This design comes from an exercise in tuning for small area on the open sky130 flow, not from production work.
RTL that was checked went through simulation tests only; none was proved equivalent to the original.
For run 3, only the layout was checked, not whether the RTL still works.
The clock port is modelled as an ideal driver; clocking choices that lean on that would not hold on a real chip.
No activity file was given, so power comes from the tool's default toggle rates.

`standard.sh`:
```
#!/bin/bash
# synth_recipe.tcl (not shown) runs the flow's synth.tcl, then flattens the netlist and writes it again
# the make line also repeats each setting of config.mk as NAME=value (left out here)
make -C /OpenROAD-flow-scripts/flow DESIGN_CONFIG=/design/flow/config.mk WORK_HOME=/design/flow/orfs CLKGATE_MAP_FILE= SYNTH_SCRIPT=/design/flow/synth_recipe.tcl "${@:-finish}"
```
`flow/resynth.tcl`:
```
# Re-map the combinational logic of the standard synthesis netlist for area.
# The flip-flop instances (names, cell types, connections) are kept as they are.
yosys -import
set lib $::env(RS_LIB)
set in $::env(RS_IN)
set out $::env(RS_OUT)
set script $::env(RS_SCRIPT)
set fh [open $in r]
set text [read $fh]
close $fh
set flops [lsort -unique [regexp -all -inline {sky130_fd_sc_hd__(?:e?df|sdf|dl)[a-z0-9_]*} $text]]
read_liberty -ignore_miss_func $lib
read_verilog $in
hierarchy -top vga_display
setattr -mod -set keep_hierarchy 1 {*}$flops
flatten
opt_clean -purge
set dont {}
foreach c [split $::env(RS_DONT_USE)] { if {$c ne ""} { lappend dont -dont_use $c } }
abc -liberty $lib {*}$dont -script $script
opt_clean -purge
setundef -zero
hilomap -singleton -hicell sky130_fd_sc_hd__conb_1 HI -locell sky130_fd_sc_hd__conb_1 LO
insbuf -buf sky130_fd_sc_hd__buf_4 A X
splitnets
opt_clean -purge
hierarchy -top vga_display
blackbox {*}$flops
tee -o $out.stat stat -liberty $lib
write_verilog -noattr -noexpr -nohex -nodec $out
```
`design.v`:
```
module binary_to_segment(
	input [2:0] cpu_score,
	input [2:0] old_player_score,	 
	input [1:0] p,
	input started,
	output [6:0] seven_output,
	output [3:0] AN
	);
	wire [2:0] s = p[0] ? cpu_score : old_player_score;
	reg [6:0] seg;
	always @(*) begin
		case (s)
			3'd0: seg = 7'b0000001;
			3'd1: seg = 7'b1001111;
			3'd2: seg = 7'b0010010;
			3'd3: seg = 7'b0000110;
			3'd4: seg = 7'b1001100;
			3'd5: seg = 7'b0100100;
			3'd6: seg = 7'b0100000;
			default: seg = 7'b0001111;
		endcase
	end
	assign seven_output = (started & ~p[1]) ? seg : 7'b1111110;
	assign AN = {~started | p != 2'd0, ~started | p != 2'd3, ~started | p != 2'd2, ~started | p != 2'd1};
endmodule
module vga_controller_640_60 (
	input rst,
	input pixel_clk,
	input started,		 
	output HS,
	output VS,
	output visible,
	output ho_zero,
	output reg [6:0] ht,
	output reg [9:0] w
	);
	reg [4:0] ho;
	wire ho_max = ho[4] & ~ho[3];			 
	assign ho_zero = ~ho[4] & ~ho[0];
	wire ht_zero = ~|ht;
	wire h_end = ho_zero & ht[6] & ht[4];		 
	wire w_end = w[9] & w[4] & w[0];		 
	always @(posedge pixel_clk) begin
		if (rst | h_end) begin
			ht <= 0;
			ho <= 0;
		end else begin
			ho <= {ho[3:0], ~ho[4]};
			if (ho_max) ht <= ht + 1'b1;
		end
	end
	always @(posedge pixel_clk) begin
		if (rst | (h_end & w_end)) w <= 10'd4;
		else if (h_end) w <= w + 1'b1;
	end
	assign HS = ~((ht == 7'd64 & ho_max) | (ht >= 7'd65 & ht <= 7'd73) | (ht == 7'd74 & ~ho[4]));
	assign VS = ~((ho_zero & ht_zero) ? (w == 10'd487 | w == 10'd488) : (w == 10'd486 | w == 10'd487));
	assign visible = (ho_zero & ht_zero) ? (w == 10'd4 & ~started)
		: (~ht[6] | (ht[5:0] == 6'd0 & ho_zero)) & w < 10'd484;
endmodule
module vga_display(
		input rst,  
		input clk,  
		input up,
		input down,
		input left,
		input right,
		input[2:0] R_control,
		input[2:0] G_control,
		input[1:0] B_control,
		output reg [2:0] R,
		output reg [2:0] G,
		output reg [1:0] B,
		output wire [6:0] seven_output,
		output wire [3:0] AN,
		output HS,
		output VS
		);
	reg [10:0] lf;
	reg [1:0] p;
	wire lz = ~|lf[9:0];
	wire seg_step = lz & ~lf[10];
	wire tick = seg_step & p[1] & p[0];
	reg started;
	always @(posedge clk) begin
		if (rst) begin
			lf <= 11'd1;
			p <= 0;
			started <= 0;
		end else begin
			lf <= {lf[9:0], lf[10] ^ lf[8] ^ lz};
			p <= p + seg_step;
			if (seg_step) started <= 1'b1;
		end
	end
	reg [2:0] cs, ps, old_ps;
	always @(posedge clk)
		if (p != 2'd0) old_ps <= ps;
	binary_to_segment b2s(
		.cpu_score(cs),
		.old_player_score(old_ps),
		.p(p),
		.started(started),
		.seven_output(seven_output),
		.AN(AN));
	reg [1:0] next_state, state;
	reg [5:0] KP, KC, kx;
	reg [7:0] Y;
	reg xs, ys;
	wire bounce = ys ? (Y[7] & Y[6] & Y[5] & Y[3]) : ~|Y[7:4];	 
	wire ys1 = ys ^ bounce;
	wire [7:0] Y1 = Y + {{5{~ys1}}, ys1, ~ys1, 1'b1};		 
	wire score_c = ~xs & (kx == 6'd2);
	wire score_p = xs & (kx == 6'd61);
	wire px = xs ? (kx >= 6'd2 & kx <= 6'd4) : (kx >= 6'd4 & kx <= 6'd6);
	wire cx = xs ? (kx == 6'd57) : (kx == 6'd59);
	wire [5:0] dcol = Y1[7:2] - (kx[5] ? KC : KP);
	wire hit = (px | cx) & (dcol[5:3] == 3'b000 | dcol[5:3] == 3'b111);
	wire score = score_c | score_p;
	wire xs1 = xs ^ (score | hit);
	wire [7:0] cref = {KC, 2'b10};
	wire c_gt = Y > cref;
	wire c_lt = Y < cref;
	wire p_up = state[0] & (KP != 6'd8);
	wire p_dn = state[1] & (KP != 6'd52);
	wire c_up = xs ? (c_lt & ~(c_gt & KC != 6'd52) & KC != 6'd8) : (KC >= 6'd47);
	wire c_dn = xs ? (c_gt & KC != 6'd52) : (KC <= 6'd43);
	always @(posedge clk) begin
		if (rst) begin
			next_state <= 0;
			state <= 0;
			KP <= 30;
			KC <= 30;
			kx <= 30;
			Y <= 102;
			xs <= 1;
			ys <= 1;
			cs <= 0;
			ps <= 0;
		end else if (tick) begin
			state <= next_state;
			next_state <= {down & ~up & ~left & ~right, up & ~down & ~left & ~right};
			KP <= KP + {{5{p_up}}, p_up | p_dn};
			KC <= KC + {{5{c_up}}, c_up | c_dn};
			ys <= ys1;
			xs <= xs1;
			if (score) begin
				kx <= xs ? 6'd29 : 6'd31;
				Y <= ys1 ? 8'd107 : 8'd97;
			end else begin
				kx <= kx + {{5{~xs1}}, 1'b1};
				Y <= Y1;
			end
			if (score_c) begin
				if (cs == 3'd7) begin cs <= 0; ps <= 0; end
				else cs <= cs + 1'b1;
			end
			if (score_p) begin
				if (ps == 3'd7) begin cs <= 0; ps <= 0; end
				else ps <= ps + 1'b1;
			end
		end
	end
	wire visible, ho_zero;
	wire [6:0] ht;
	wire [9:0] w;
	vga_controller_640_60 vc(
		.rst(rst),
		.pixel_clk(clk),
		.started(started),
		.HS(HS),
		.VS(VS),
		.visible(visible),
		.ho_zero(ho_zero),
		.ht(ht),
		.w(w));
	wire [5:0] kx_inc = kx + 1'b1;
	wire [7:0] by_d = w[8:1] - Y;
	wire ball = (ht[5:0] == kx | (ht[5:0] == kx_inc & ho_zero))
		& by_d[7:3] == 5'd0 & (~by_d[2] | by_d[1:0] == 2'd0 | (by_d[1:0] == 2'd1 & ~w[0]));
	wire [5:0] pd = w[8:3] - (ht[5] ? KC : KP);
	wire prow = pd[5:3] == 3'b000 | (pd[5:3] == 3'b111 & pd[2:0] != 3'd0) | (pd == 6'd8 & w[2:0] == 3'd0);
	wire pcol = ht[5] ? (ht == 7'd58 | ht == 7'd59 | (ht == 7'd60 & ho_zero))
		: (ht == 7'd4 | ht == 7'd5 | (ht == 7'd6 & ho_zero));
	wire border = ht <= 7'd1 | (ht == 7'd2 & ho_zero) | ht >= 7'd62 | w >= 10'd464 | w <= 10'd24;
	wire endgame = (cs[2] & cs[1]) | (ps[2] & ps[1]);
	wire lit = ~rst & visible & ~endgame & (ball | (prow & pcol) | border);
	always @(posedge clk) begin
		R <= lit ? R_control : 3'd0;
		G <= lit ? G_control : 3'd0;
		B <= lit ? B_control : 2'd0;
	end
endmodule
```
`config.mk`:
```
export PLATFORM = sky130hd
export DESIGN_NAME = vga_display
export DESIGN_NICKNAME = vga_display
export VERILOG_FILES = /design/flow/design.v
export SDC_FILE = /design/flow/constraint.sdc
export NUM_CORES = 4
export LEC_CHECK = 0
export CAP_MARGIN = 20
export CORE_MARGIN = 2
export CORE_UTILIZATION = 50
export SLEW_MARGIN = 20
```
`flow/resynth.abc`:
```
strash
&get -n
&st
&deepsyn -T 30
&put
strash
&get -n
&dch -f
&nf -a
&put
```
`flow/run.sh`:
```
#!/bin/bash
# Layout flow: the standard synthesis, then the combinational cells re-mapped
# for area by ABC (every flip-flop instance kept as synthesis made it), then the
# standard ORFS steps from floorplan to finish, with small port buffers and a
# small clock tree.
set -euo pipefail
W=$(pwd)
R=$W/orfs/results/$FLOW_PLATFORM/vga_display/base
LIB=$FLOW_HOME/platforms/$FLOW_PLATFORM/lib/sky130_fd_sc_hd__tt_025C_1v80.lib
YOSYS=$(command -v yosys || echo "$FLOW_HOME/../tools/install/yosys/bin/yosys")

bash standard.sh synth > "$W/log_1_synth.txt" 2>&1
cp "$R/1_2_yosys.v" "$W/std_1_2_yosys.v"

RS_LIB="$LIB" RS_IN="$W/std_1_2_yosys.v" RS_OUT="$W/resynth.v" \
RS_SCRIPT="$W/flow/resynth.abc" RS_DONT_USE="*probe* *lpflow*" \
	"$YOSYS" -c "$W/flow/resynth.tcl" > "$W/log_2_resynth.txt" 2>&1

cp "$W/resynth.v" "$R/1_2_yosys.v"
rm -f "$R/1_synth.odb" "$R/1_synth.sdc"

export BUFFER_PORTS_ARGS="-buffer_cell sky130_fd_sc_hd__buf_1"
export CTS_ARGS="${FLOW_CTS_ARGS:--sink_clustering_enable -repair_clock_nets -buf_list sky130_fd_sc_hd__clkbuf_8 -dont_use_dummy_load}"
bash standard.sh finish > "$W/log_3_layout.txt" 2>&1
```
`constraint.sdc`:
```
create_clock -name core_clock -period 40.0 [get_ports {clk}]
set_input_delay 8.0000 -clock core_clock [delete_from_list [all_inputs] [get_ports {clk}]]
set_output_delay 8.0000 -clock core_clock [all_outputs]
set_load 0.01 [all_outputs]
```
==> results_tabular.tex, run 1 <==
\begin{tabular}{lr}
\hline
Metric & Value \\
\hline
\multicolumn{2}{l}{\textbf{Yosys}} \\
Cell area after synthesis & 4490 sq um \\
Post-synthesis average cell area & 8.11 sq um \\
Count of mapped cells out of synthesis & 554 \\
Yosys synthesis warning count & 3 \\
Number of nets in the synthesized netlist & 568 \\
\multicolumn{2}{l}{\textbf{Hold path}} \\
Start point of the worst min-delay path & vc.ho[1]\$\_SDFF\_PP0\_ \\
Worst hold path type & flip-flop to flip-flop \\
\multicolumn{2}{l}{\textbf{STA}} \\
Final worst clock skew & 0.0253 ns \\
Relative slew margins & 0.236 \\
Final Hold Fails & 0 \\
Period Utilization, post-route & 0.267 \\
Sum Neg Setup Slack & 0 ns \\
Slew of the pin with the lowest slew margin & 1.14 ns \\
Setup violations, final & 0 \\
Maximum frequency from static timing analysis & 93.5 MHz \\
Max-slew violations & 0 \\
RSZ-0062 raised after global routing & no \\
Crit path time final & 10.69 ns \\
\multicolumn{2}{l}{\textbf{Global route}} \\
GRT Overall Usage & 0.229 \\
Global-route wire length before repair & 18400 um \\
Largest net degree at the start of global routing & 45 \\
Number of antenna violations at the first check in global routing & 0 \\
Residual overflow from global routing & 0 \\
Vias in the first global route & 3801 \\
\multicolumn{2}{l}{\textbf{Route}} \\
Overall routed net length & 10900 um \\
Total met2 wirelength after detailed routing & 5060 um \\
Post-detailed-route count of antenna-violating nets & 0 \\
Vias & 4220 \\
Number of remaining DRC errors & 0 \\
Number of detailed-routing iterations run before antenna repair & 5 \\
Wl on met1 & 5160 um \\
Detailed router's first-iteration violation count & 225 \\
Top Metal Used & met4 \\
Met3 wire len & 494 um \\
Routed via count divided by cell count & 5.97 \\
Average detailed-routed wire length per instance & 15.4 um \\
\multicolumn{2}{l}{\textbf{Power}} \\
Switching Share & 0.235 \\
Logic pwr share & 0.059 \\
Internal power component & 0.110 mW \\
Seq pwr share & 0.610 \\
Pwr/cell area & 29.4 nW/um\^{}2 \\
Static Leak & 1.64 nW \\
Switching Power & 0.0337 mW \\
Fraction of power consumed by the clock network & 0.331 \\
Largest voltage drop on the vdd net & 0.0172 mV \\
\multicolumn{2}{l}{\textbf{Place}} \\
Number of port buffers & 34 \\
Last weighted congestion value of the routability-driven placer & 0.953 \\
Number of cells in the design after placement & 698 \\
Dpl hpwl & 8060 um \\
\multicolumn{2}{l}{\textbf{Clocking}} \\
CTS H-Tree Depth & 3 \\
Post-CTS sizing & 0 \\
Number of CTS-inserted buffers & 9 \\
TritonCTS Sinks & 85 \\
Number of buffers inserted for hold repair after clock tree synthesis & 0 \\
CTS tree & yes \\
Setup repair bufs after CTS & 0 \\
Clock-pin slew of the registers on the worst-case setup and hold paths & 0.08 ns \\
Clock Root Buffer & sky130\_fd\_sc\_hd\_\_clkbuf\_8 \\
Clk\_lat worst skew & 0.36 ns \\
Maximum clock insertion buffer count & 2 \\
\multicolumn{2}{l}{\textbf{Flow run}} \\
Maximum Capacitance Violations & 0 \\
\multicolumn{2}{l}{\textbf{Critical path}} \\
Worst EP arrival & 2.69 ns \\
Path type of the worst setup path & flip-flop to primary output \\
Critical Path Source Type & flip-flop \\
Worst setup EP type & primary output \\
Critical path startpoint & vc.ht[5]\$\_SDFFE\_PP0P\_ \\
Startpoint of the most critical register-to-register path & Y[7]\$\_SDFFE\_PP0P\_ \\
Critical path fanouts, max & 11 \\
Required time of the worst setup path & 32.00 ns \\
\multicolumn{2}{l}{\textbf{Layout}} \\
Final Util & 0.561 \\
Antenna diode count & 0 \\
Non-filler cells, final & 707 \\
Growth of design area from synthesis to finish & 8.97\% \\
Layout cell share with drive strength beyond 1 & 0.0200 \\
Final-stage net count & 615 \\
\multicolumn{2}{l}{\textbf{Floorplanning}} \\
Initial standard-cell utilization of the core & 0.515 \\
Die Footprint & 9760 sq um \\
Die span in x & 98.8 um \\
Core outline area & 8720 sq um \\
Floorplan row count & 34 \\
Die outline height & 98.8 um \\
Number of placed I/O pins & 35 \\
\multicolumn{2}{l}{\textbf{Outcome}} \\
Outcome & no timing/DRC/antenna violations \\
\hline
\end{tabular}
-- metal layers --
metal,vias to the layer above,GRT usage
li1,2129,-
met1,1964,0.310
met2,113,0.381
met3,14,0.0340
met4,0,0.0685
met5,-,0
-- sequential cells by signal, indices dropped and copies added (netlist names) --
signal      flops
lf             11
vc.w           10
Y               8
vc.ht           7
KC              6
KP              6
kx              6
vc.ho           5
G               3
R               3
cs              3
old_ps          3
ps              3
B               2
next_state      2
p               2
state           2
started         1
xs              1
ys              1
-- cell usage in the layout, fill, tap and decap left out, types with 4 or more instances in the layout --
| cell | count |
|---|---|
| sky130_fd_sc_hd__dfxtp_1 | 82 |
| sky130_fd_sc_hd__nor2_1 | 58 |
| sky130_fd_sc_hd__a21oi_1 | 45 |
| sky130_fd_sc_hd__o21ai_0 | 43 |
| sky130_fd_sc_hd__nand2_1 | 38 |
| sky130_fd_sc_hd__buf_1 | 33 |
| sky130_fd_sc_hd__nor3_1 | 28 |
| sky130_fd_sc_hd__nor2b_1 | 23 |
| sky130_fd_sc_hd__clkinv_1 | 21 |
| sky130_fd_sc_hd__and2_0 | 21 |
| sky130_fd_sc_hd__xnor2_1 | 18 |
| sky130_fd_sc_hd__nand3_1 | 16 |
| sky130_fd_sc_hd__mux2i_1 | 16 |
| sky130_fd_sc_hd__nor4_1 | 12 |
| sky130_fd_sc_hd__xor2_1 | 12 |
| sky130_fd_sc_hd__and3_1 | 11 |
| sky130_fd_sc_hd__nand2b_1 | 11 |
| sky130_fd_sc_hd__clkbuf_8 | 9 |
| sky130_fd_sc_hd__a31oi_1 | 8 |
| sky130_fd_sc_hd__o22ai_1 | 7 |
| sky130_fd_sc_hd__nand4_1 | 6 |
| sky130_fd_sc_hd__or2_0 | 6 |
| sky130_fd_sc_hd__a22oi_1 | 6 |
| sky130_fd_sc_hd__o211ai_1 | 6 |
| sky130_fd_sc_hd__o31ai_1 | 5 |
| sky130_fd_sc_hd__nand3b_1 | 4 |
| sky130_fd_sc_hd__nor3b_1 | 4 |
-- power groups by stage --
| stage | Clock [mW] | Combinational, mW | Sequential (mW) |
|---|---|---|---|
| 2_1_floorplan | 0 | 0.00515 | 0.0896 |
| 5_1_grt | 0.0511 | 0.00988 | 0.0879 |
| 6_report | 0.0475 | 0.00853 | 0.0877 |
| 3_5_place_dp | 0 | 0.00861 | 0.0896 |
| 3_3_place_gp | 0 | 0.00834 | 0.0896 |
| 4_1_cts | 0.0490 | 0.00865 | 0.0877 |
-- critical path, cell delays in order, from the launching register on --
cell and delay, ns:
sky130_fd_sc_hd__dfxtp_1 0.64, sky130_fd_sc_hd__and2_0 0.26, sky130_fd_sc_hd__nand3_1 0.09, sky130_fd_sc_hd__a2111oi_0 0.50, sky130_fd_sc_hd__nand2_1 0.13, sky130_fd_sc_hd__or2_0 0.25, sky130_fd_sc_hd__o21ai_0 0.15, sky130_fd_sc_hd__o21ai_0 0.10
sky130_fd_sc_hd__nand3_1 0.07, sky130_fd_sc_hd__buf_1 0.15
-- stage by stage --
step | total power, mW | cell area, sq um | hold WS [ns] | setup slack (ns)
5_1_grt | 0.149 | 4890 | 0.427 | 29.02
6_report | 0.144 | 4890 | 0.416 | 29.31
4_1_cts | 0.145 | 4890 | 0.421 | 29.29
2_1_floorplan | 0.0948 | 4490 | 0.407 | 30.03
3_5_place_dp | 0.0983 | 4770 | 0.421 | 29.68
3_3_place_gp | 0.0980 | 4770 | 0.408 | 29.72
-- final cells by class --
class | instances | area (sq um)
clock buffer | 9 | 124
fill | 832 | 3830
inverter | 21 | 78.8
multi-input combinational | 448 | 2680
sequential | 85 | 1730
tap | 108 | 135
timing repair buffer | 36 | 144
-- path summary, 6_finish.rpt --
kind,slack (ns),to,cells after the start
setup / recovery,29.31,VS,9
hold reg to reg,0.42,vc.ho[2]$_SDFF_PP0_,1
hold / removal,0.42,vc.ho[2]$_SDFF_PP0_,1
setup reg to reg,36.56,kx[2]$_SDFFE_PP1P_,12
==> run 2, diff against run 1 <==
==> flow/resynth.abc (replaced) <==
strash
&get -n
&st
&deepsyn -T 30
&put
strash
&get -n
&dch -f
&nf -p -R 1000 -F 8
&put
==> run 2 against run 1 <==
Compared with the run above: still clean on timing, DRC and antenna; clock-buffer cell count unchanged; clock power about the same; die area fell by 1.3%; cell area fell by 1.4%; via count is 2.9% lower; synthesized area shrank 1.3%; core utilization is 0.23 points lower; combinational power increased by 9.4%; global-route usage is 0.25 points higher; sequential cell count is the same; synthesized cell count down 1.6%; sequential power up 0.8%; critical path type unchanged.
==> results_tabular.tex, run 2 <==
\begin{tabular}{lr}
\hline
Metric & Value \\
\hline
\multicolumn{2}{l}{\textbf{Outcome}} \\
Outcome & no timing/DRC/antenna violations (unchanged) \\
\multicolumn{2}{l}{\textbf{STA}} \\
Slew of the pin with the lowest slew margin & 0.740 ns (was 1.14 ns) \\
Period Utilization, post-route & 0.260 (was 0.267) \\
Maximum frequency from static timing analysis & 96.0 MHz (was 93.5 MHz) \\
Crit path time final & 10.41 ns (was 10.69 ns) \\
Relative slew margins & 0.502 (was 0.236) \\
Sum Neg Setup Slack & 0 ns (unchanged) \\
Setup violations, final & 0 (unchanged) \\
Final Hold Fails & 0 (unchanged) \\
RSZ-0062 raised after global routing & no (unchanged) \\
Max-slew violations & 0 (unchanged) \\
Final worst clock skew & 0.0295 ns (was 0.0253 ns) \\
\multicolumn{2}{l}{\textbf{Global route}} \\
GRT Overall Usage & 0.232 (was 0.229) \\
Number of antenna violations at the first check in global routing & 0 (unchanged) \\
Largest net degree at the start of global routing & 47 (was 45) \\
Vias in the first global route & 3785 (was 3801) \\
Residual overflow from global routing & 0 (unchanged) \\
Global-route wire length before repair & 18300 um (was 18400 um) \\
\multicolumn{2}{l}{\textbf{Clocking}} \\
Clock-pin slew of the registers on the worst-case setup and hold paths & 0.10 ns (was 0.08 ns) \\
Clk\_lat worst skew & 0.36 ns (about the same) \\
CTS tree & yes (unchanged) \\
TritonCTS Sinks & 85 (unchanged) \\
Clock Root Buffer & sky130\_fd\_sc\_hd\_\_clkbuf\_8 (unchanged) \\
Number of CTS-inserted buffers & 9 (unchanged) \\
Setup repair bufs after CTS & 0 (unchanged) \\
Number of buffers inserted for hold repair after clock tree synthesis & 0 (unchanged) \\
Post-CTS sizing & 0 (unchanged) \\
Maximum clock insertion buffer count & 2 (unchanged) \\
CTS H-Tree Depth & 3 (unchanged) \\
\multicolumn{2}{l}{\textbf{Power}} \\
Seq pwr share & 0.608 (was 0.610) \\
Switching Share & 0.239 (was 0.235) \\
Pwr/cell area & 30.1 nW/um\^{}2 (was 29.4 nW/um\^{}2) \\
Internal power component & 0.111 mW (was 0.110 mW) \\
Fraction of power consumed by the clock network & 0.328 (was 0.331) \\
Logic pwr share & 0.064 (was 0.059) \\
Largest voltage drop on the vdd net & 0.0185 mV (was 0.0172 mV) \\
Switching Power & 0.0348 mW (was 0.0337 mW) \\
Static Leak & 1.69 nW (was 1.64 nW) \\
\multicolumn{2}{l}{\textbf{Layout}} \\
Growth of design area from synthesis to finish & 8.92\% (was 8.97\%) \\
Most used cells in the layout excluding fill and tap cells & 82 x sky130\_fd\_sc\_hd\_\_dfxtp\_1, 75 x sky130\_fd\_sc\_hd\_\_nor2\_1, 45 x sky130\_fd\_sc\_hd\_\_a21oi\_1, 37 x sky130\_fd\_sc\_hd\_\_nand2\_1, 34 x sky130\_fd\_sc\_hd\_\_o21ai\_0 (was 82 x sky130\_fd\_sc\_hd\_\_dfxtp\_1, 58 x sky130\_fd\_sc\_hd\_\_nor2\_1, 45 x sky130\_fd\_sc\_hd\_\_a21oi\_1, 43 x sky130\_fd\_sc\_hd\_\_o21ai\_0, 38 x sky130\_fd\_sc\_hd\_\_nand2\_1) \\
Layout cell share with drive strength beyond 1 & 0.0187 (was 0.0200) \\
Final-stage net count & 605 (was 615) \\
Leading registers by flop count & lf: 11 flops, vc.w: 10 flops, Y: 8 flops (unchanged) \\
Non-filler cells, final & 697 (was 707) \\
Largest Register & lf (unchanged) \\
Flip-flop count of the largest register, all copies and words added & 11 (unchanged) \\
Antenna diode count & 0 (unchanged) \\
Most common library cell in the layout ignoring fill and taps & sky130\_fd\_sc\_hd\_\_dfxtp\_1 (unchanged) \\
\multicolumn{2}{l}{\textbf{Route}} \\
Overall routed net length & 10700 um (was 10900 um) \\
Detailed router's first-iteration violation count & 159 (was 225) \\
Number of detailed-routing iterations run before antenna repair & 4 (was 5) \\
Routed via count divided by cell count & 5.88 (was 5.97) \\
Vias & 4097 (was 4220) \\
Number of remaining DRC errors & 0 (unchanged) \\
Post-detailed-route count of antenna-violating nets & 0 (unchanged) \\
Average detailed-routed wire length per instance & 15.3 um (was 15.4 um) \\
\multicolumn{2}{l}{\textbf{Hold path}} \\
Worst hold path type & flip-flop to flip-flop (unchanged) \\
Worst hold endpoint & vc.ho[4]\$\_SDFF\_PP0\_ (was vc.ho[2]\$\_SDFF\_PP0\_) \\
Start point of the worst min-delay path & vc.ho[3]\$\_SDFF\_PP0\_ (was vc.ho[1]\$\_SDFF\_PP0\_) \\
Cells on Worst Hold Path & 2 (was 1) \\
\multicolumn{2}{l}{\textbf{Place}} \\
Dpl hpwl & 7660 um (was 8060 um) \\
Last weighted congestion value of the routability-driven placer & 0.901 (was 0.953) \\
Number of port buffers & 34 (unchanged) \\
Number of cells in the design after placement & 688 (was 698) \\
\multicolumn{2}{l}{\textbf{Yosys}} \\
Count of mapped cells out of synthesis & 545 (was 554) \\
Yosys synthesis warning count & 3 (unchanged) \\
Number of nets in the synthesized netlist & 559 (was 568) \\
Cell area after synthesis & 4430 sq um (was 4490 sq um) \\
Post-synthesis average cell area & 8.13 sq um (was 8.11 sq um) \\
\multicolumn{2}{l}{\textbf{Floorplanning}} \\
Initial standard-cell utilization of the core & 0.513 (was 0.515) \\
Number of placed I/O pins & 35 (unchanged) \\
Core outline area & 8640 sq um (was 8720 sq um) \\
Die Footprint & 9630 sq um (was 9760 sq um) \\
Die span in x & 98.1 um (was 98.8 um) \\
Die outline height & 98.1 um (was 98.8 um) \\
Floorplan row count & 34 (unchanged) \\
\multicolumn{2}{l}{\textbf{Critical path}} \\
FF-to-FF path depth & 19 (was 12) \\
Required time of the worst setup path & 32.00 ns (about the same) \\
Worst setup EP type & primary output (unchanged) \\
Reg-to-reg slack, setup & 35.48 ns (was 36.56 ns) \\
Worst EP arrival & 2.41 ns (was 2.69 ns) \\
Startpoint of the most critical register-to-register path & Y[4]\$\_SDFFE\_PP0P\_ (was Y[7]\$\_SDFFE\_PP0P\_) \\
Critical Path Source Type & flip-flop (unchanged) \\
Critical path fanouts, max & 13 (was 11) \\
Crit-path max cell delay & 0.69 ns (was 0.64 ns) \\
Crit path max-delay cell type & sky130\_fd\_sc\_hd\_\_dfxtp\_1 (unchanged) \\
Worst path cell trace & nand4\_1, o31ai\_1, nand2\_1, or4\_1, nor2\_1, nor3b\_1, o21ai\_0, buf\_1 (was and2\_0, nand3\_1, a2111oi\_0, nand2\_1, or2\_0, o21ai\_0, o21ai\_0, nand3\_1, buf\_1) \\
Terminus of the critical flop-to-flop path & kx[1]\$\_SDFFE\_PP1P\_ (was kx[2]\$\_SDFFE\_PP1P\_) \\
Path type of the worst setup path & flip-flop to primary output (unchanged) \\
\multicolumn{2}{l}{\textbf{Flow run}} \\
Maximum Capacitance Violations & 0 (unchanged) \\
\hline
\end{tabular}
## run 2: cell count changes in the layout (fill, tap and decap cells not counted), sizes merged, moves of 4 or more
cell and delta:
nor3 +4, nor2 +17, a22oi -4, a211oi +4, clkinv -12, o21ai -9, and2 -4, o211ai -4
nand3 -4
## run 2: layout make-up
type,count,area (sq um)
Clock buffer,9,124
Multi-Input combinational cell,451,2670
Inverter,9,33.8
Timing Repair Buffer,35,136
Tap cell,108,135
Sequential cell,85,1730
Fill cell,867,3810
## run 2: metal layers
metal / GRT usage / routed length [um] / vias to the layer above / share of wire
li1: - / - / 2080 / -
met1: 0.311 / 5040 / 1903 / 0.47
met2: 0.383 / 4920 / 95 / 0.46
met3: 0.0308 / 459 / 19 / 0.043
met4: 0.0875 / 246 / 0 / 0.023
met5: 0 / 0 / - / 0
## run 2: stage by stage
| stage | hold WS, ns | util | total power, mW | cell area (sq um) | worst slack [ns] |
|---|---|---|---|---|---|
| after floorplan | 0.407 | - | 0.0959 | 4430 | 30.19 |
| after global placement | 0.422 | 0.544 | 0.0993 | 4700 | 30.03 |
| after detailed placement | 0.428 | 0.544 | 0.0997 | 4700 | 29.97 |
| after CTS | 0.425 | 0.559 | 0.147 | 4830 | 29.57 |
| after global routing | 0.448 | 0.559 | 0.152 | 4830 | 29.30 |
| final | 0.425 | 0.559 | 0.145 | 4830 | 29.59 |
## run 2: worst max-delay path by stage
stage / slack [ns] / cells past startpoint / startpoint / end
finish: 29.59 / 8 / vc.ht[5]$_SDFFE_PP0P_ / VS
global route: 29.30 / 8 / vc.ht[5]$_SDFFE_PP0P_ / VS
detailed placement: 29.97 / 8 / vc.ht[5]$_SDFFE_PP0P_ / VS
CTS: 29.57 / 8 / vc.ht[5]$_SDFFE_PP0P_ / VS
floorplan: 30.19 / 5 / p[0]$_SDFF_PP0_ / seven_output[6]
global placement: 30.03 / 8 / vc.ht[5]$_SDFFE_PP0P_ / VS
## run 2: power groups by stage
stage / Sequential [mW] / Clock (mW) / Combinational, mW
finish: 0.0884 / 0.0477 / 0.00933
CTS: 0.0884 / 0.0493 / 0.00938
global route: 0.0886 / 0.0524 / 0.0106
global placement: 0.0903 / 0 / 0.00906
detailed placement: 0.0903 / 0 / 0.00934
floorplan: 0.0900 / 0 / 0.00586
## run 2: critical path: cells and delay by family, from the launching register on
family / cells / cell delay [ns]
flops: 1 / 0.69
buf+inv: 1 / 0.17
compound gates: 2 / 0.25
simple gates: 5 / 0.96
==> run 3, diff against run 2 <==
--- a/design.v
+++ b/design.v
@@ -114,8 +114,8 @@
 	wire score_p = xs & (kx == 6'd61);
 	wire px = xs ? (kx >= 6'd2 & kx <= 6'd4) : (kx >= 6'd4 & kx <= 6'd6);
 	wire cx = xs ? (kx == 6'd57) : (kx == 6'd59);
-	wire [5:0] dcol = Y1[7:2] - (kx[5] ? KC : KP);
-	wire hit = (px | cx) & (dcol[5:3] == 3'b000 | dcol[5:3] == 3'b111);
+	reg hit_y;
+	wire hit = (px | cx) & hit_y;
 	wire score = score_c | score_p;
 	wire xs1 = xs ^ (score | hit);
 	wire [7:0] cref = {KC, 2'b10};
@@ -178,7 +178,10 @@
 	wire [7:0] by_d = w[8:1] - Y;
 	wire ball = (ht[5:0] == kx | (ht[5:0] == kx_inc & ho_zero))
 		& by_d[7:3] == 5'd0 & (~by_d[2] | by_d[1:0] == 2'd0 | (by_d[1:0] == 2'd1 & ~w[0]));
-	wire [5:0] pd = w[8:3] - (ht[5] ? KC : KP);
+	wire blank_h = ht[6];
+	wire [5:0] pd = (blank_h ? Y1[7:2] : w[8:3]) - ((blank_h ? kx[5] : ht[5]) ? KC : KP);
+	always @(posedge clk)
+		if (blank_h) hit_y <= pd[5:3] == 3'b000 | pd[5:3] == 3'b111;
 	wire prow = pd[5:3] == 3'b000 | (pd[5:3] == 3'b111 & pd[2:0] != 3'd0) | (pd == 6'd8 & w[2:0] == 3'd0);
 	wire pcol = ht[5] ? (ht == 7'd58 | ht == 7'd59 | (ht == 7'd60 & ho_zero))
 		: (ht == 7'd4 | ht == 7'd5 | (ht == 7'd6 & ho_zero));
--- a/flow/run.sh
+++ b/flow/run.sh
@@ -2,7 +2,7 @@
 # Layout flow: the standard synthesis, then the combinational cells re-mapped
 # for area by ABC (every flip-flop instance kept as synthesis made it), then the
 # standard ORFS steps from floorplan to finish, with small port buffers and a
-# small clock tree.
+# clock tree of small buffers, the leaves sized up only where needed.
 set -euo pipefail
 W=$(pwd)
 R=$W/orfs/results/$FLOW_PLATFORM/vga_display/base
@@ -20,5 +20,7 @@
 rm -f "$R/1_synth.odb" "$R/1_synth.sdc"
 
 export BUFFER_PORTS_ARGS="-buffer_cell sky130_fd_sc_hd__buf_1"
-export CTS_ARGS="${FLOW_CTS_ARGS:--sink_clustering_enable -repair_clock_nets -buf_list sky130_fd_sc_hd__clkbuf_8 -dont_use_dummy_load}"
+export CTS_ARGS="${FLOW_CTS_ARGS:--sink_clustering_enable -repair_clock_nets -buf_list sky130_fd_sc_hd__clkbuf_4 -dont_use_dummy_load}"
+# leaf clock buffers driving slow clock edges are sized up after CTS
+export POST_CTS_TCL="$W/flow/cts_post.tcl"
 bash standard.sh finish > "$W/log_3_layout.txt" 2>&1
==> flow/cts_post.tcl (new file) <==
# After CTS: give each leaf clock buffer whose flip-flops see a slow clock
# edge the next larger size, then legalize again.
proc clk_slew_worst {} {
  set worst 0
  foreach pin [get_pins -hierarchical */CLK] { set s [get_property $pin slew_max]; if {$s > $worst} {set worst $s} }
  return $worst
}
set limit [expr {[info exists ::env(CLK_SLEW_TARGET)] ? $::env(CLK_SLEW_TARGET) : 0.11}]
for {set round 0} {$round < 3} {incr round} {
  estimate_parasitics -placement
  set up {}
  foreach pin [get_pins -hierarchical */CLK] {
    if {[get_property $pin slew_max] > $limit} {
      set net [get_nets -of_objects $pin]
      foreach d [get_pins -of_objects $net -filter "direction == output"] {
        set inst [get_cells -of_objects $d]
        set ref [get_property $inst ref_name]
        if {$ref eq "sky130_fd_sc_hd__clkbuf_4"} { dict set up [get_full_name $inst] sky130_fd_sc_hd__clkbuf_8 }
        if {$ref eq "sky130_fd_sc_hd__clkbuf_8"} { dict set up [get_full_name $inst] sky130_fd_sc_hd__clkbuf_16 }
      }
    }
  }
  if {[dict size $up] == 0} break
  dict for {i c} $up { puts "clock buffer $i -> $c"; replace_cell [get_cells $i] $c }
  detailed_placement
}
estimate_parasitics -placement
puts "worst flip-flop clock slew after sizing: [clk_slew_worst]"
==> run 3 against run 2 <==
Compared with the run above: sequential share of layout area grew 1.1 points; cell count increased by 1.4%; first-iteration DRC count grew 23%; non-clock buffer count did not move; total power down 2.3%; clock-buffer cell count stayed put; routed wire length fell by 1.3%; die area down 0.72%; via count increased by 0.15%; largest power group unchanged.
==> results_tabular.tex, run 3 <==
\begin{tabular}{lr}
\hline
Metric & Value \\
\hline
\multicolumn{2}{l}{\textbf{Outcome}} \\
Outcome & no timing/DRC/antenna violations (unchanged) \\
\multicolumn{2}{l}{\textbf{Hold path}} \\
Start point of the worst min-delay path & vc.ho[1]\$\_SDFF\_PP0\_ (was vc.ho[3]\$\_SDFF\_PP0\_) \\
Worst hold path type & flip-flop to flip-flop (unchanged) \\
\multicolumn{2}{l}{\textbf{Critical path}} \\
Critical Path Source Type & flip-flop (unchanged) \\
Worst setup EP type & primary output (unchanged) \\
Crit-path max cell delay & 0.54 ns (was 0.69 ns) \\
Kind of cell with the highest combined delay on the critical path & flip-flops (was simple AND/OR/NAND/NOR gates) \\
Required time of the worst setup path & 32.00 ns (about the same) \\
Critical path fanouts, max & 11 (was 13) \\
Path type of the worst setup path & flip-flop to primary output (unchanged) \\
Number of buffers and inverters on the critical path & 1 (unchanged) \\
Startpoint of the most critical register-to-register path & Y[4]\$\_SDFFE\_PP0P\_ (unchanged) \\
Worst EP arrival & 2.42 ns (was 2.41 ns) \\
Critical path startpoint & p[0]\$\_SDFF\_PP0\_ (was vc.ht[5]\$\_SDFFE\_PP0P\_) \\
Worst path cell trace & mux2i\_1, nor2\_1, or3\_1, a31oi\_1, o31ai\_1, buf\_1 (was nand4\_1, o31ai\_1, nand2\_1, or4\_1, nor2\_1, nor3b\_1, o21ai\_0, buf\_1) \\
Crit path max-delay cell type & sky130\_fd\_sc\_hd\_\_dfxtp\_1 (unchanged) \\
\multicolumn{2}{l}{\textbf{Global route}} \\
Residual overflow from global routing & 0 (unchanged) \\
Number of antenna violations at the first check in global routing & 0 (unchanged) \\
Vias in the first global route & 3774 (was 3785) \\
GRT Overall Usage & 0.224 (was 0.232) \\
Largest net degree at the start of global routing & 43 (was 47) \\
Global-route wire length before repair & 17700 um (was 18300 um) \\
\multicolumn{2}{l}{\textbf{STA}} \\
Setup violations, final & 0 (unchanged) \\
RSZ-0062 raised after global routing & no (unchanged) \\
Worst hold slack after final layout & 0.440 ns (was 0.425 ns) \\
Crit path time final & 10.42 ns (was 10.41 ns) \\
Period Utilization, post-route & 0.261 (was 0.260) \\
Final Hold Fails & 0 (unchanged) \\
Final worst clock skew & 0.0305 ns (was 0.0295 ns) \\
Maximum frequency from static timing analysis & 95.9 MHz (was 96.0 MHz) \\
Max-slew violations & 0 (unchanged) \\
Sum Neg Setup Slack & 0 ns (unchanged) \\
Slew of the pin with the lowest slew margin & 0.909 ns (was 0.740 ns) \\
Relative slew margins & 0.376 (was 0.502) \\
\multicolumn{2}{l}{\textbf{Power}} \\
Overall power of the completed layout & 0.142 mW (was 0.145 mW) \\
Static Leak & 1.58 nW (was 1.69 nW) \\
Pwr/cell area & 29.8 nW/um\^{}2 (was 30.1 nW/um\^{}2) \\
Largest voltage drop on the vdd net & 0.0212 mV (was 0.0185 mV) \\
\multicolumn{2}{l}{\textbf{Floorplanning}} \\
Initial standard-cell utilization of the core & 0.509 (was 0.513) \\
Number of placed I/O pins & 35 (unchanged) \\
Die outline height & 97.8 um (was 98.1 um) \\
Die Footprint & 9560 sq um (was 9630 sq um) \\
Die span in x & 97.8 um (was 98.1 um) \\
Floorplan row count & 34 (unchanged) \\
Core outline area & 8640 sq um (unchanged) \\
\multicolumn{2}{l}{\textbf{Layout}} \\
Largest Register & lf (unchanged) \\
Most used cells in the layout excluding fill and tap cells & 82 x sky130\_fd\_sc\_hd\_\_dfxtp\_1, 72 x sky130\_fd\_sc\_hd\_\_nor2\_1, 53 x sky130\_fd\_sc\_hd\_\_a21oi\_1, 42 x sky130\_fd\_sc\_hd\_\_nand2\_1, 40 x sky130\_fd\_sc\_hd\_\_o21ai\_0 (was 82 x sky130\_fd\_sc\_hd\_\_dfxtp\_1, 75 x sky130\_fd\_sc\_hd\_\_nor2\_1, 45 x sky130\_fd\_sc\_hd\_\_a21oi\_1, 37 x sky130\_fd\_sc\_hd\_\_nand2\_1, 34 x sky130\_fd\_sc\_hd\_\_o21ai\_0) \\
Leading registers by flop count & lf: 11 flops, vc.w: 10 flops, Y: 8 flops (unchanged) \\
Final-stage net count & 615 (was 605) \\
Layout cell share with drive strength beyond 1 & 0.0184 (was 0.0187) \\
Flip-flop count of the largest register, all copies and words added & 11 (unchanged) \\
Final Util & 0.552 (was 0.559) \\
Non-filler cells, final & 707 (was 697) \\
Growth of design area from synthesis to finish & 8.42\% (was 8.92\%) \\
Most common library cell in the layout ignoring fill and taps & sky130\_fd\_sc\_hd\_\_dfxtp\_1 (unchanged) \\
Antenna diode count & 0 (unchanged) \\
\multicolumn{2}{l}{\textbf{Clocking}} \\
CTS tree & yes (unchanged) \\
Clk\_lat worst skew & 0.44 ns (was 0.36 ns) \\
Clock-pin slew of the registers on the worst-case setup and hold paths & 0.10 ns (about the same) \\
TritonCTS Sinks & 86 (was 85) \\
\multicolumn{2}{l}{\textbf{Place}} \\
Last weighted congestion value of the routability-driven placer & 0.929 (was 0.901) \\
Number of cells in the design after placement & 698 (was 688) \\
Dpl hpwl & 7710 um (was 7660 um) \\
Number of port buffers & 34 (unchanged) \\
\multicolumn{2}{l}{\textbf{Route}} \\
Number of remaining DRC errors & 0 (unchanged) \\
Post-detailed-route count of antenna-violating nets & 0 (unchanged) \\
Detailed router's first-iteration violation count & 196 (was 159) \\
Routed via count divided by cell count & 5.80 (was 5.88) \\
Overall routed net length & 10500 um (was 10700 um) \\
Number of detailed-routing iterations run before antenna repair & 5 (was 4) \\
Average detailed-routed wire length per instance & 14.9 um (was 15.3 um) \\
Vias & 4103 (was 4097) \\
\multicolumn{2}{l}{\textbf{Yosys}} \\
Count of mapped cells out of synthesis & 555 (was 545) \\
Cell area after synthesis & 4400 sq um (was 4430 sq um) \\
Yosys synthesis warning count & 3 (unchanged) \\
Post-synthesis average cell area & 7.92 sq um (was 8.13 sq um) \\
Number of nets in the synthesized netlist & 569 (was 559) \\
\multicolumn{2}{l}{\textbf{Flow run}} \\
Maximum Capacitance Violations & 0 (unchanged) \\
\hline
\end{tabular}
[run 3: cell type report]
cell class | count | area, sq um
clock buffer | 9 | 98.8
timing repair buffer | 35 | 136
tap | 108 | 135
sequential | 86 | 1760
multi-input combinational | 441 | 2530
inverter | 28 | 105
fill | 838 | 3870
[run 3: path summary, 6_finish.rpt]
path / to / slack [ns] / depth (start not counted)
worst min register to register: vc.ho[2]$_SDFF_PP0_ / 0.44 / 1
worst max register to register: R[1]$_SDFF_PN0_ / 35.46 / 18
worst max-delay path: seven_output[3] / 29.58 / 6
worst min-delay path: vc.ho[2]$_SDFF_PP0_ / 0.44 / 1
[run 3: report_power, final]
part / switching (mW) / internal (mW) / total [mW] / leakage (nW)
combinational: 0.00583 / 0.00349 / 0.00932 / 0.824
clock: 0.0277 / 0.0158 / 0.0434 / 0.0544
sequential: 0.00139 / 0.0879 / 0.0893 / 0.704
total: 0.0349 / 0.107 / 0.142 / 1.58
[run 3: per-layer routing]
layer  vias to the layer above  routed length, um  global-route usage
met5                         -                  0                   0
met1                      1852               5050               0.299
met2                       103               4770               0.359
li1                       2130                  -                   -
met3                        18                481              0.0530
met4                         0                229              0.0769
[run 3: worst register-to-register path, cell delays in order, from the launching register on]
cell and delay, ns:
sky130_fd_sc_hd__dfxtp_1 0.53, sky130_fd_sc_hd__clkinv_1 0.24, sky130_fd_sc_hd__a31oi_1 0.25, sky130_fd_sc_hd__nor2_1 0.14, sky130_fd_sc_hd__o21ai_0 0.18, sky130_fd_sc_hd__nor2_1 0.12
sky130_fd_sc_hd__a21oi_1 0.24, sky130_fd_sc_hd__nor2_1 0.10, sky130_fd_sc_hd__o22ai_1 0.21, sky130_fd_sc_hd__mux2i_1 0.14, sky130_fd_sc_hd__xnor2_1 0.33, sky130_fd_sc_hd__nor2_1 0.09
sky130_fd_sc_hd__a311oi_1 0.53, sky130_fd_sc_hd__nor2_1 0.08, sky130_fd_sc_hd__a21oi_1 0.21, sky130_fd_sc_hd__o221ai_1 0.15, sky130_fd_sc_hd__o311a_1 0.14, sky130_fd_sc_hd__nor3_1 0.57
sky130_fd_sc_hd__and2_0 0.21
[run 3: per-stage QoR]
| step | setup WS, ns | cell area, sq um |
|---|---|---|
| after global placement | 30.17 | 4670 |
| after floorplan | 30.35 | 4400 |
| final | 29.58 | 4770 |
| after detailed placement | 30.05 | 4670 |
| after global routing | 29.37 | 4770 |
==> run 4, diff against run 3 <==
--- a/design.v
+++ b/design.v
@@ -123,7 +123,7 @@
 	wire c_lt = Y < cref;
 	wire p_up = state[0] & (KP != 6'd8);
 	wire p_dn = state[1] & (KP != 6'd52);
-	wire c_up = xs ? (c_lt & ~(c_gt & KC != 6'd52) & KC != 6'd8) : (KC >= 6'd47);
+	wire c_up = xs ? (c_lt & KC != 6'd8) : (KC >= 6'd47);
 	wire c_dn = xs ? (c_gt & KC != 6'd52) : (KC <= 6'd43);
 	always @(posedge clk) begin
 		if (rst) begin
==> run 4 against run 3 <==
Compared with the run above: clock skew is 0.0028 ns lower; first-iteration DRC count is 33% higher; via count is 1.9% lower; non-clock buffer count stayed put; clock power is 2% lower; synthesized cell count is 3.6% lower; cell area is 1.5% lower; largest power group unchanged; highest routed layer unchanged.
==> results_tabular.tex, run 4 <==
\begin{tabular}{lr}
\hline
Metric & Value \\
\hline
\multicolumn{2}{l}{\textbf{Global route}} \\
GRT Overall Usage & 0.221 (was 0.224) \\
Residual overflow from global routing & 0 (unchanged) \\
Vias in the first global route & 3526 (was 3774) \\
Global-route wire length before repair & 17200 um (was 17700 um) \\
Number of antenna violations at the first check in global routing & 0 (unchanged) \\
Largest net degree at the start of global routing & 41 (was 43) \\
\multicolumn{2}{l}{\textbf{STA}} \\
Max-slew violations & 0 (unchanged) \\
RSZ-0062 raised after global routing & no (unchanged) \\
Relative slew margins & 0.362 (was 0.376) \\
Setup violations, final & 0 (unchanged) \\
Sum Neg Setup Slack & 0 ns (unchanged) \\
Final worst clock skew & 0.0277 ns (was 0.0305 ns) \\
Period Utilization, post-route & 0.262 (was 0.261) \\
Final Hold Fails & 0 (unchanged) \\
Maximum frequency from static timing analysis & 95.4 MHz (was 95.9 MHz) \\
Slew of the pin with the lowest slew margin & 0.930 ns (was 0.909 ns) \\
Crit path time final & 10.48 ns (was 10.42 ns) \\
\multicolumn{2}{l}{\textbf{Layout}} \\
Growth of design area from synthesis to finish & 8.43\% (was 8.42\%) \\
Area of the multi-input gates & 2480 sq um (was 2530 sq um) \\
Final Util & 0.566 (was 0.552) \\
Leading registers by flop count & lf: 11 flops, vc.w: 10 flops, Y: 8 flops (unchanged) \\
Final std cell area, no fill & 4700 sq um (was 4770 sq um) \\
Most common library cell in the layout ignoring fill and taps & sky130\_fd\_sc\_hd\_\_dfxtp\_1 (unchanged) \\
Layout cell share with drive strength beyond 1 & 0.0173 (was 0.0184) \\
Antenna diode count & 0 (unchanged) \\
Most used cells in the layout excluding fill and tap cells & 82 x sky130\_fd\_sc\_hd\_\_dfxtp\_1, 52 x sky130\_fd\_sc\_hd\_\_nor2\_1, 48 x sky130\_fd\_sc\_hd\_\_a21oi\_1, 45 x sky130\_fd\_sc\_hd\_\_o21ai\_0, 44 x sky130\_fd\_sc\_hd\_\_nand2\_1 (was 82 x sky130\_fd\_sc\_hd\_\_dfxtp\_1, 72 x sky130\_fd\_sc\_hd\_\_nor2\_1, 53 x sky130\_fd\_sc\_hd\_\_a21oi\_1, 42 x sky130\_fd\_sc\_hd\_\_nand2\_1, 40 x sky130\_fd\_sc\_hd\_\_o21ai\_0) \\
Flip-flop count of the largest register, all copies and words added & 11 (unchanged) \\
Non-filler cells, final & 684 (was 707) \\
Final-stage net count & 595 (was 615) \\
Largest Register & lf (unchanged) \\
Register Area & 1760 sq um (unchanged) \\
Number of inserted filler cells in the final layout & 782 (was 838) \\
\multicolumn{2}{l}{\textbf{Place}} \\
Last weighted congestion value of the routability-driven placer & 0.922 (was 0.929) \\
Instance area at placement & 4600 sq um (was 4670 sq um) \\
Number of port buffers & 34 (unchanged) \\
Dpl hpwl & 7530 um (was 7710 um) \\
Number of cells in the design after placement & 675 (was 698) \\
\multicolumn{2}{l}{\textbf{Critical path}} \\
Terminus of the critical flop-to-flop path & R[1]\$\_SDFF\_PN0\_ (unchanged) \\
Crit-path max cell delay & 0.54 ns (about the same) \\
Worst path depth & 6 (unchanged) \\
Reg-to-reg slack, setup & 35.35 ns (was 35.46 ns) \\
Critical path startpoint & p[0]\$\_SDFF\_PP0\_ (unchanged) \\
Path type of the worst setup path & flip-flop to primary output (unchanged) \\
Startpoint of the most critical register-to-register path & Y[4]\$\_SDFFE\_PP0P\_ (unchanged) \\
Number of buffers and inverters on the critical path & 1 (unchanged) \\
Required time of the worst setup path & 32.00 ns (about the same) \\
Crit path max-delay cell type & sky130\_fd\_sc\_hd\_\_dfxtp\_1 (unchanged) \\
Critical path fanouts, max & 11 (unchanged) \\
Worst setup EP type & primary output (unchanged) \\
Kind of cell with the highest combined delay on the critical path & flip-flops (unchanged) \\
FF-to-FF path depth & 16 (was 18) \\
Worst path cell trace & mux2i\_1, nor2\_1, or3\_1, a31oi\_1, o31ai\_1, buf\_1 (unchanged) \\
Critical path endpoint & seven\_output[3] (unchanged) \\
Worst EP arrival & 2.48 ns (was 2.42 ns) \\
Critical Path Source Type & flip-flop (unchanged) \\
\multicolumn{2}{l}{\textbf{Power}} \\
Largest voltage drop on the vdd net & 0.0154 mV (was 0.0212 mV) \\
Overall power of the completed layout & 0.141 mW (was 0.142 mW) \\
Pwr/cell area & 29.9 nW/um\^{}2 (was 29.8 nW/um\^{}2) \\
Static Leak & 1.61 nW (was 1.58 nW) \\
\multicolumn{2}{l}{\textbf{Flow run}} \\
Maximum Capacitance Violations & 0 (unchanged) \\
\multicolumn{2}{l}{\textbf{Floorplanning}} \\
Initial standard-cell utilization of the core & 0.522 (was 0.509) \\
Floorplan row count & 33 (was 34) \\
Core outline area & 8300 sq um (was 8640 sq um) \\
Die span in x & 97.1 um (was 97.8 um) \\
Number of placed I/O pins & 35 (unchanged) \\
Die Footprint & 9420 sq um (was 9560 sq um) \\
Die outline height & 97.1 um (was 97.8 um) \\
\multicolumn{2}{l}{\textbf{Hold path}} \\
Worst hold path type & flip-flop to flip-flop (unchanged) \\
\multicolumn{2}{l}{\textbf{Yosys}} \\
Yosys synthesis warning count & 3 (unchanged) \\
Cell area after synthesis & 4330 sq um (was 4400 sq um) \\
Post-synthesis average cell area & 8.10 sq um (was 7.92 sq um) \\
Number of nets in the synthesized netlist & 549 (was 569) \\
Count of mapped cells out of synthesis & 535 (was 555) \\
\multicolumn{2}{l}{\textbf{Route}} \\
Number of remaining DRC errors & 0 (unchanged) \\
Number of detailed-routing iterations run before antenna repair & 5 (unchanged) \\
Vias & 4025 (was 4103) \\
Routed via count divided by cell count & 5.88 (was 5.80) \\
Average detailed-routed wire length per instance & 15.2 um (was 14.9 um) \\
Post-detailed-route count of antenna-violating nets & 0 (unchanged) \\
Detailed router's first-iteration violation count & 261 (was 196) \\
Overall routed net length & 10400 um (was 10500 um) \\
\multicolumn{2}{l}{\textbf{Clocking}} \\
TritonCTS Sinks & 86 (unchanged) \\
Clock-pin slew of the registers on the worst-case setup and hold paths & 0.09 ns (was 0.10 ns) \\
CTS tree & yes (unchanged) \\
Clk\_lat worst skew & 0.44 ns (about the same) \\
\multicolumn{2}{l}{\textbf{Outcome}} \\
Outcome & no timing/DRC/antenna violations (unchanged) \\
\hline
\end{tabular}
-- run 4: worst reg2reg max path, delay by kind of cell (launching register included) --
family | cells | cell delay [ns]
compound gates | 10 | 2.88
simple gates | 3 | 0.52
flops | 1 | 0.47
xor+xnor | 1 | 0.31
buf+inv | 1 | 0.25
mux | 1 | 0.16
-- run 4: how the worst min path moves through the flow --
stage / cells after the start / to / slack, ns / start
final: 1 / vc.ho[3]$_SDFF_PP0_ / 0.45 / vc.ho[2]$_SDFF_PP0_
after global routing: 1 / vc.ho[3]$_SDFF_PP0_ / 0.47 / vc.ho[2]$_SDFF_PP0_
after detailed placement: 2 / vc.ho[4]$_SDFF_PP0_ / 0.44 / vc.ho[3]$_SDFF_PP0_
after floorplan: 2 / vc.ho[4]$_SDFF_PP0_ / 0.41 / vc.ho[3]$_SDFF_PP0_
after global placement: 1 / vc.ho[3]$_SDFF_PP0_ / 0.42 / vc.ho[2]$_SDFF_PP0_
-- run 4: metal layers --
layer / up-vias / GRT usage / part of all wire
met1: 1855 / 0.316 / 0.49
met4: 0 / 0.0650 / 0.016
met2: 104 / 0.342 / 0.44
li1: 2053 / - / -
met5: - / 0 / 0
met3: 13 / 0.0417 / 0.048
-- run 4: final cells by class --
cell class,count,share of cell area
well taps,105,0.0280
inverters,24,0.0192
multi-input cells,425,0.528
flip-flops and latches,86,0.375
repair buffers,35,0.0288
clock buffers,9,0.0210
-- run 4: through the flow --
step / worst slack [ns] / hold slack, ns
5_1_grt: 29.27 / 0.468
6_report: 29.52 / 0.451
3_5_place_dp: 30.02 / 0.441
3_3_place_gp: 30.09 / 0.419
2_1_floorplan: 30.28 / 0.413
-- run 4: power by group --
group / switching (mW) / internal [mW] / leakage [nW] / total (mW)
Combinational: 0.00545 / 0.00334 / 0.850 / 0.00879
Clock: 0.0269 / 0.0158 / 0.0544 / 0.0427
Sequential: 0.00120 / 0.0878 / 0.704 / 0.0891
==> run 5, diff against run 4 <==
--- a/config.mk
+++ b/config.mk
@@ -7,5 +7,6 @@
 export LEC_CHECK = 0
 export CAP_MARGIN = 20
 export CORE_MARGIN = 2
-export CORE_UTILIZATION = 50
+export CORE_UTILIZATION = 65
+export PLACE_DENSITY = 0.9
 export SLEW_MARGIN = 20
==> run 5 against run 4 <==
Compared with the run above: global-route usage grew 6.7 points; routed wire length down 2.3%; total power shrank 1.6%; fmax grew 0.15%; clock-buffer cell count unchanged; clock power is 5.4% lower; largest power group unchanged; highest routed layer unchanged.
==> results_tabular.tex, run 5 <==
\begin{tabular}{lr}
\hline
Metric & Value \\
\hline
\multicolumn{2}{l}{\textbf{Outcome}} \\
Outcome & no timing/DRC/antenna violations (unchanged) \\
\multicolumn{2}{l}{\textbf{STA}} \\
Slew of the pin with the lowest slew margin & 0.891 ns (was 0.930 ns) \\
Crit path time final & 10.46 ns (was 10.48 ns) \\
RSZ-0062 raised after global routing & no (unchanged) \\
Max-slew violations & 0 (unchanged) \\
Setup violations, final & 0 (unchanged) \\
Final worst clock skew & 0.0285 ns (was 0.0277 ns) \\
Sum Neg Setup Slack & 0 ns (unchanged) \\
Period Utilization, post-route & 0.262 (about the same) \\
Maximum frequency from static timing analysis & 95.6 MHz (was 95.4 MHz) \\
Final Hold Fails & 0 (unchanged) \\
Relative slew margins & 0.389 (was 0.362) \\
\multicolumn{2}{l}{\textbf{Critical path}} \\
Kind of cell with the highest combined delay on the critical path & flip-flops (unchanged) \\
Critical path fanouts, max & 11 (unchanged) \\
Required time of the worst setup path & 32.00 ns (about the same) \\
Worst path depth & 6 (unchanged) \\
Critical path startpoint & p[0]\$\_SDFF\_PP0\_ (unchanged) \\
Crit path max-delay cell type & sky130\_fd\_sc\_hd\_\_dfxtp\_1 (unchanged) \\
Number of buffers and inverters on the critical path & 1 (unchanged) \\
Worst setup EP type & primary output (unchanged) \\
Worst EP arrival & 2.46 ns (was 2.48 ns) \\
FF-to-FF path depth & 16 (unchanged) \\
Path type of the worst setup path & flip-flop to primary output (unchanged) \\
Worst path cell trace & mux2i\_1, nor2\_1, or3\_1, a31oi\_1, o31ai\_1, buf\_1 (unchanged) \\
Critical Path Source Type & flip-flop (unchanged) \\
Crit-path max cell delay & 0.56 ns (was 0.54 ns) \\
Startpoint of the most critical register-to-register path & Y[6]\$\_SDFFE\_PP1P\_ (was Y[4]\$\_SDFFE\_PP0P\_) \\
\multicolumn{2}{l}{\textbf{Route}} \\
Number of remaining DRC errors & 0 (unchanged) \\
Vias & 4111 (was 4025) \\
Average detailed-routed wire length per instance & 15.5 um (was 15.2 um) \\
Routed via count divided by cell count & 6.27 (was 5.88) \\
Number of detailed-routing iterations run before antenna repair & 5 (unchanged) \\
Detailed router's first-iteration violation count & 367 (was 261) \\
Overall routed net length & 10200 um (was 10400 um) \\
Post-detailed-route count of antenna-violating nets & 0 (unchanged) \\
\multicolumn{2}{l}{\textbf{Clocking}} \\
CTS tree & yes (unchanged) \\
Clock-pin slew of the registers on the worst-case setup and hold paths & 0.10 ns (was 0.09 ns) \\
TritonCTS Sinks & 86 (unchanged) \\
Clk\_lat worst skew & 0.44 ns (about the same) \\
\multicolumn{2}{l}{\textbf{Place}} \\
Number of cells in the design after placement & 647 (was 675) \\
Last weighted congestion value of the routability-driven placer & 1.01 (was 0.922) \\
Dpl hpwl & 7320 um (was 7530 um) \\
Number of port buffers & 34 (unchanged) \\
\multicolumn{2}{l}{\textbf{Global route}} \\
M1 GR Usage & 0.371 (was 0.316) \\
Met3 usage & 0.0789 (was 0.0417) \\
Number of antenna violations at the first check in global routing & 0 (unchanged) \\
Largest net degree at the start of global routing & 41 (unchanged) \\
Met2 global-route usage & 0.461 (was 0.342) \\
Global-route wire length before repair & 17100 um (was 17200 um) \\
GRT Overall Usage & 0.289 (was 0.221) \\
Busiest metal layer after global routing & met2 (unchanged) \\
Vias in the first global route & 3776 (was 3526) \\
Residual overflow from global routing & 0 (unchanged) \\
\multicolumn{2}{l}{\textbf{Layout}} \\
Leading registers by flop count & lf: 11 flops, vc.w: 10 flops, Y: 8 flops (unchanged) \\
Growth of design area from synthesis to finish & 7.48\% (was 8.43\%) \\
Antenna diode count & 0 (unchanged) \\
Non-filler cells, final & 656 (was 684) \\
Layout cell share with drive strength beyond 1 & 0.0173 (unchanged) \\
Most common library cell in the layout ignoring fill and taps & sky130\_fd\_sc\_hd\_\_dfxtp\_1 (unchanged) \\
Flip-flop count of the largest register, all copies and words added & 11 (unchanged) \\
Final-stage net count & 595 (unchanged) \\
Number of inserted filler cells in the final layout & 497 (was 782) \\
Largest Register & lf (unchanged) \\
Most used cells in the layout excluding fill and tap cells & 82 x sky130\_fd\_sc\_hd\_\_dfxtp\_1, 52 x sky130\_fd\_sc\_hd\_\_nor2\_1, 48 x sky130\_fd\_sc\_hd\_\_a21oi\_1, 45 x sky130\_fd\_sc\_hd\_\_o21ai\_0, 44 x sky130\_fd\_sc\_hd\_\_nand2\_1 (unchanged) \\
\multicolumn{2}{l}{\textbf{Floorplanning}} \\
Die span in x & 85.6 um (was 97.1 um) \\
Die outline height & 85.6 um (was 97.1 um) \\
Number of placed I/O pins & 35 (unchanged) \\
Die Footprint & 7330 sq um (was 9420 sq um) \\
Floorplan row count & 29 (was 33) \\
Core outline area & 6390 sq um (was 8300 sq um) \\
Initial standard-cell utilization of the core & 0.678 (was 0.522) \\
\multicolumn{2}{l}{\textbf{Hold path}} \\
Start point of the worst min-delay path & vc.ho[3]\$\_SDFF\_PP0\_ (was vc.ho[2]\$\_SDFF\_PP0\_) \\
Cells on Worst Hold Path & 2 (was 1) \\
Worst hold path type & flip-flop to flip-flop (unchanged) \\
\multicolumn{2}{l}{\textbf{Flow run}} \\
Maximum Capacitance Violations & 0 (unchanged) \\
\multicolumn{2}{l}{\textbf{Yosys}} \\
Yosys synthesis warning count & 3 (unchanged) \\
Number of nets in the synthesized netlist & 549 (unchanged) \\
Cell area after synthesis & 4330 sq um (unchanged) \\
Post-synthesis average cell area & 8.10 sq um (unchanged) \\
Count of mapped cells out of synthesis & 535 (unchanged) \\
\multicolumn{2}{l}{\textbf{Power}} \\
Largest voltage drop on the vdd net & 0.0292 mV (was 0.0154 mV) \\
Pwr/cell area & 29.7 nW/um\^{}2 (was 29.9 nW/um\^{}2) \\
Static Leak & 1.61 nW (about the same) \\
\hline
\end{tabular}
## run 5: layout make-up
type | count | area [sq um] | area share
multi-input cells | 425 | 2480 | 0.533
clock buffers | 9 | 92.6 | 0.0199
well taps | 77 | 96.3 | 0.0207
inverters | 24 | 90.1 | 0.0193
flip-flops and latches | 86 | 1760 | 0.378
repair buffers | 35 | 135 | 0.0290
## run 5: final timing paths
kind	to	slack [ns]
max	seven_output[3]	29.54
min	vc.ho[4]$_SDFF_PP0_	0.44
max reg2reg	R[1]$_SDFF_PN0_	35.31
min reg2reg	vc.ho[4]$_SDFF_PP0_	0.44
## run 5: worst register-to-register path: cells and delay by family (launching register included)
family          cells  cell delay (ns)
xor+xnor            1             0.34
simple gates        3             0.50
buf+inv             1             0.28
compound gates     10             2.87
flops               1             0.48
mux                 1             0.15
## run 5: through the flow
stage / hold slack [ns] / power, mW / area, sq um / util / worst slack (ns)
after detailed placement: 0.431 / 0.0998 / 4560 / 0.715 / 29.98
after global routing: 0.457 / 0.144 / 4660 / 0.729 / 29.29
after floorplan: 0.413 / 0.0964 / 4330 / - / 30.28
after global placement: 0.423 / 0.0993 / 4560 / 0.715 / 30.11
final: 0.439 / 0.138 / 4660 / 0.729 / 29.54
## run 5: power breakdown
part           switching (mW)  leakage [nW]  internal (mW)  total (mW)
Combinational         0.00547         0.850        0.00334     0.00882
Clock                  0.0257        0.0518         0.0147      0.0404
Sequential            0.00123         0.704         0.0878      0.0891
Total                  0.0324          1.61          0.106       0.138
## run 5: per-layer routing
metal / wire length, um / vias up
li1: - / 2057
met1: 4450 / 1864
met2: 4800 / 164
met3: 683 / 26
met4: 259 / 0
met5: 0 / -

-- afterwards: timing with drivers on the ports --
No port has a modelled driver above. Below, the same layouts with a new extraction and two added sets of constraints. Step 1, drivers: a clkbuf_16 drives clk and a buf_2 each remaining input, both assumed. Step 2, shift: input delay + t, output delay - t, t = (earliest + latest rising clock arrival at the registers) / 2. This alone moves slack from input paths to output paths. Three values: ideal, step 1, step 2; two values: the first two.
run | t, ns | setup WS [ns] | worst setup path after step 2
run 1 | 0.380 | 29.308 / 29.276 / 29.656 | register to output
run 2 | 0.379 | 29.588 / 29.555 / 29.933 | register to output
run 3 | 0.454 | 29.576 / 29.543 / 29.997 | register to output
run 4 | 0.456 | 29.522 / 29.489 / 29.945 | register to output
run 5 | 0.453 | 29.538 / 29.506 / 29.959 | register to output
After both steps every run listed still meets setup and hold.
